This design comes from an exercise in tuning for small area on the open sky130 flow, not from production work.
Where RTL was checked, it was by simulation tests only, not by an equivalence proof against the original.
The clock port is modelled as an ideal driver; clocking choices that lean on that would not hold on a real chip.
No activity file was given, so power comes from the tool's default toggle rates.

Design battleship, start of the top module:
module battleship (
    input            clk  ,
    input            rst  ,
    input            start,
    input      [1:0] X    ,
    input      [1:0] Y    ,
    input            pAb  ,
    input            pBb  ,
    output reg [7:0] disp0,
    output reg [7:0] disp1,
    output reg [7:0] disp2,
    output reg [7:0] disp3,
    output reg [7:0] led
  );
  localparam [2:0] T_IN    = 3'd0;  
  localparam [2:0] T_SHOOT = 3'd1;  
  localparam [2:0] T_SHOW  = 3'd2;  
  localparam [2:0] T_ERR   = 3'd3;  
  localparam [2:0] T_SINK  = 3'd4;  
  localparam [2:0] T_WIN   = 3'd5;  
  localparam [2:0] T_NEW   = 3'd6;  
  localparam [2:0] T_MISC  = 3'd7;  
  reg  [2:0] t;
  reg        p;
  reg  [5:0] cnt;       
  reg  [1:0] wa, wb;    
  reg        sca, scb;  
  reg        ns;        
  wire       chk = ns;
  reg [15:0] ma, mb;    
  wire [3:0] idx  = {X, Y};
  wire       ra   = ma[idx];
  wire       rb   = mb[idx];
  wire       own  = p ? rb : ra;
  wire       oth  = p ? ra : rb;
  wire       btn  = p ? pBb : pAb;
  wire [1:0] myw  = p ? wb : wa;
  wire       mysc = p ? scb : sca;
  wire       done = cnt[5] & cnt[4] & cnt[1] & cnt[0];  
  wire idle  = (t == T_MISC) & ~p;
  wire clr   = idle | (t == T_NEW);
  wire win4  = chk & (myw == 2'd0);
  wire place = (t == T_IN) & btn & ~own;
  wire hit   = (t == T_SHOOT) & btn & oth;
  wire inc   = place | hit | (t == T_WIN);
  wire count = ~((t == T_IN) | (t == T_SHOOT) | idle);
  ...
Size: ~350 cells after synthesis, about 49 I/O pins.
clock: 10.0 ns
lec_check: 0
abc_area: 1
cap_margin: 20
core_margin: 2
core_utilization: 80
slew_margin: 20
standard.sh (not shown) runs the stock make flow with config.mk's settings and CLKGATE_MAP_FILE= SYNTH_SCRIPT=/design/flow/synth_recipe.tcl, a recipe that flattens the netlist after the stock synthesis.
==> flow/flow/run.sh <==
#!/bin/bash
# Standard synthesis, then the combinational logic remapped by ABC for area
# (flip-flops, their cells and names untouched), then the standard layout
# with minimum-size port buffers and a lighter clock tree.
set -euo pipefail
LIB=$FLOW_HOME/platforms/$FLOW_PLATFORM/lib/sky130_fd_sc_hd__tt_025C_1v80.lib
R=orfs/results/$FLOW_PLATFORM/battleship/base

bash standard.sh synth > std_synth.log 2>&1
cp $R/1_2_yosys.v std_1_2_yosys.v

yosys -l resynth.log -q -p "
read_liberty -ignore_miss_func $LIB
read_verilog std_1_2_yosys.v
hierarchy -top $FLOW_TOP
setattr -mod -set keep_hierarchy 1 sky130_fd_sc_hd__df* sky130_fd_sc_hd__edf*
flatten -wb
select $FLOW_TOP
opt -purge
abc -script flow/area.abc -liberty $LIB -dont_use *lpflow* -dont_use *probe* -dont_use *clkdly* -dont_use *dlygate* -dont_use *dlymetal*
opt_clean -purge
hilomap -singleton -hicell sky130_fd_sc_hd__conb_1 HI -locell sky130_fd_sc_hd__conb_1 LO
splitnets
opt_clean -purge
insbuf -buf sky130_fd_sc_hd__buf_1 A X
opt_clean -purge
write_verilog -noattr -noexpr -nohex -nodec -selected resynth.v
tee -o resynth_stat.txt stat -liberty $LIB
"
cp resynth.v $R/1_2_yosys.v
rm -f $R/1_synth.odb $R/1_synth.sdc

bash standard.sh \
  "BUFFER_PORTS_ARGS=-buffer_cell sky130_fd_sc_hd__buf_1" \
  "CTS_ARGS=-sink_clustering_enable -repair_clock_nets -dont_use_dummy_load -buf_list sky130_fd_sc_hd__clkbuf_8" \
  finish > std_finish.log 2>&1
==> flow/flow/area.abc <==
strash
dch
map -a
Then changed:
Settings changed: CORE_UTILIZATION 80 to 60.
After rerunning: The changed run went through all stages and came out clean. Worst hold slack barely changes. Final cell count increases slightly. Total power shrinks by a few percent. Wire length goes down by roughly a tenth. Sequential power decreases slightly. Non-clock buffer count stays the same. Global-route usage drops by 14 points. Combinational power falls by a few percent. Cell area barely changes. Via count fell by roughly a tenth. Worst setup slack gains 130 ps.
No functional check of the RTL was part of any run of this note.

* * *

v18:
battleship, a different RTL version from the one above (not shown whole).
Size in the first run: about 280 cells after synthesis, about 2500 um2 of cells after synthesis.
Settings: LEC_CHECK=0, ABC_AREA=1, CAP_MARGIN=20, CORE_MARGIN=2, CORE_UTILIZATION=60, GPL_TIMING_DRIVEN=0, SLEW_MARGIN=20; clock period 10.0 ns.
==> flow/flow/run.sh <==
#!/bin/bash
# Standard synthesis, then the combinational logic remapped by ABC for area
# (flip-flops, their cells and names untouched; several randomised runs, the
# smallest kept), then the standard layout with minimum-size port buffers and
# the clock tree's buffers shrunk to what the clock-pin slew allows.
set -euo pipefail
LIB=$FLOW_HOME/platforms/$FLOW_PLATFORM/lib/sky130_fd_sc_hd__tt_025C_1v80.lib
R=orfs/results/$FLOW_PLATFORM/battleship/base
J=${NUM_CORES:-4}

bash standard.sh synth > std_synth.log 2>&1
cp $R/1_2_yosys.v std_1_2_yosys.v

# flatten every combinational cell into logic, keep the flip-flop cells
yosys -l resynth_prep.log -q -p "
read_liberty -ignore_miss_func $LIB
read_verilog std_1_2_yosys.v
hierarchy -top $FLOW_TOP
setattr -mod -set keep_hierarchy 1 sky130_fd_sc_hd__df* sky130_fd_sc_hd__edf*
flatten -wb
opt -purge
write_rtlil resynth_prep.il
"

mkdir -p resynth
run_one() {
  local seed=$1 mapper=$2 tag=$1_$2
  case $mapper in
    map)   m="dch -f; map -a" ;;
    amap)  m="dch -f; amap -F 50 -A 50" ;;
    amapm) m="dch -f; amap -m -F 50 -A 50" ;;
  esac
  printf 'strash\n&get -n\n&deepsyn -T 20 -S %s\n&put\n%s\n' $seed "$m" | tr ';' '\n' > resynth/$tag.abc
  yosys -l resynth/$tag.log -q -p "
read_rtlil resynth_prep.il
select $FLOW_TOP
abc -script resynth/$tag.abc -liberty $LIB -dont_use *lpflow* -dont_use *probe* -dont_use *clkdly* -dont_use *dlygate* -dont_use *dlymetal*
opt_clean -purge
hilomap -singleton -hicell sky130_fd_sc_hd__conb_1 HI -locell sky130_fd_sc_hd__conb_1 LO
splitnets
opt_clean -purge
insbuf -buf sky130_fd_sc_hd__buf_1 A X
opt_clean -purge
write_verilog -noattr -noexpr -nohex -nodec -selected resynth/$tag.v
tee -q -o resynth/$tag.stat stat -liberty $LIB
" || true
}
n=0
for seed in 1 2 3 4 5 6 7 8 9 10 11 12 13 14 15 16; do
  for mapper in amap map; do
    run_one $seed $mapper &
    n=$((n+1))
    if (( n % J == 0 )); then wait; fi
  done
done
wait
best=$(for f in resynth/*.stat; do a=$(sed -n "s/.*Chip area for module .*: //p" $f); [[ -n $a && -s ${f%.stat}.v ]] && echo "$a ${f%.stat}.v"; done | sort -n | head -1)
echo "resynthesis results:" > resynth_choice.txt
for f in resynth/*.stat; do echo "$(sed -n "s/.*Chip area for module .*: //p" $f) $f"; done | sort -n >> resynth_choice.txt
echo "chosen: $best" >> resynth_choice.txt
cp ${best#* } resynth.v

cp resynth.v $R/1_2_yosys.v
rm -f $R/1_synth.odb $R/1_synth.sdc

bash standard.sh \
  "BUFFER_PORTS_ARGS=-buffer_cell sky130_fd_sc_hd__buf_1" \
  "CTS_ARGS=-sink_clustering_enable -repair_clock_nets -dont_use_dummy_load -buf_list sky130_fd_sc_hd__clkbuf_8" \
  "POST_CTS_TCL=$PWD/flow/shrink_clock.tcl" \
  "PRE_GLOBAL_PLACE_TCL=$PWD/flow/pre_place.tcl" \
  finish > std_finish.log 2>&1
Other scripts of this flow, unchanged in this note and not shown: flow/flow/pre_place.tcl, flow/flow/shrink_clock.tcl
## Diff of input files: v56 against v18
diff --git a/flow/flow/run.sh b/flow/flow/run.sh
--- a/flow/flow/run.sh
+++ b/flow/flow/run.sh
@@ -33 +33 @@
-  printf 'strash\n&get -n\n&deepsyn -T 20 -S %s\n&put\n%s\n' $seed "$m" | tr ';' '\n' > resynth/$tag.abc
+  printf 'strash\n&get -n\n&deepsyn -T 15 -S %s\n&put\n%s\n' $seed "$m" | tr ';' '\n' > resynth/$tag.abc
@@ -49,2 +49,2 @@
-for seed in 1 2 3 4 5 6 7 8 9 10 11 12 13 14 15 16; do
-  for mapper in amap map; do
+for seed in 1 2 3 4 5 6 7 8 9 10 11 12; do
+  for mapper in map amap amapm; do
## What came out
- From v18 to v56, area occupied by registers did not move at all.
- v18 and v56 ended up with nearly the same combinational cell fraction of total power.
- Compared with v18, in v56 number of primary I/O pins held steady, cell count after synthesis held steady.
- Average cell area after synthesis delta (v18 -> v56): insignificant
- Comparing v18 with v56, the wire length came out essentially unchanged.
What v24 does differently from v56 at the input level:
- CORE_UTILIZATION: 60 -> 80
- PLACE_DENSITY: unset -> 0.85
The placeable core region in v24 sits about 25% below the value recorded for v56. Estimated wirelength of the detail-placed design in v24 is 4.8% above v56. Layout-stage area growth over the synthesis result down 0.86 points in v24 wrt v56. v24: overall power consumption about 5% above v56. Summary: with v56 as the reference, first-pass GRT wire length in v24 moved up by more than 10%. Slack of the critical path delta for v24 relative to v56: 0.40 ns lower. On clock power, v24 does worse than v56. Lower net switching fraction of the power was reported by v56, not v24. Largest incremental delay on the critical path: lower on v56.

-- port drivers added, routing unchanged --
No port has a modelled driver above. Below, the same layouts with a new extraction and two added sets of constraints.
Step 1 sets driving cells, clkbuf_16 on the clock port and buf_2 on the other inputs (assumed; they add their load-dependent delay and slew).
Step 2 times the ports against the registers' clock, not the clock port: input delays grow and output delays shrink by t, the midpoint of the rising clock arrivals with the driver on.
a / b / c = no drivers / after step 1 / after step 2; a / b = the first two.
run | t (ns) | setup WS [ns] | hold slack, ns
the first run of note 1 | 0.329 | 4.414 / 4.392 / 4.392 | 0.406 / 0.406 / 0.406
the second run of note 1 | 0.314 | 4.542 / 4.518 / 4.518 | 0.407 / 0.407 / 0.407
v18 | 0.596 | 3.663 / 3.638 / 4.234 | 0.441 / 0.441 / 0.441
v56 | 0.596 | 3.663 / 3.638 / 4.234 | 0.441 / 0.441 / 0.441
v24 | 0.613 | 3.261 / 3.237 / 3.849 | 0.432 / 0.432 / 0.432
After both steps every run listed still meets setup and hold. The setup slack of the second run of note 1, which loses most, moves by -0.024 ns with the drivers and by -0.024 ns with both steps.
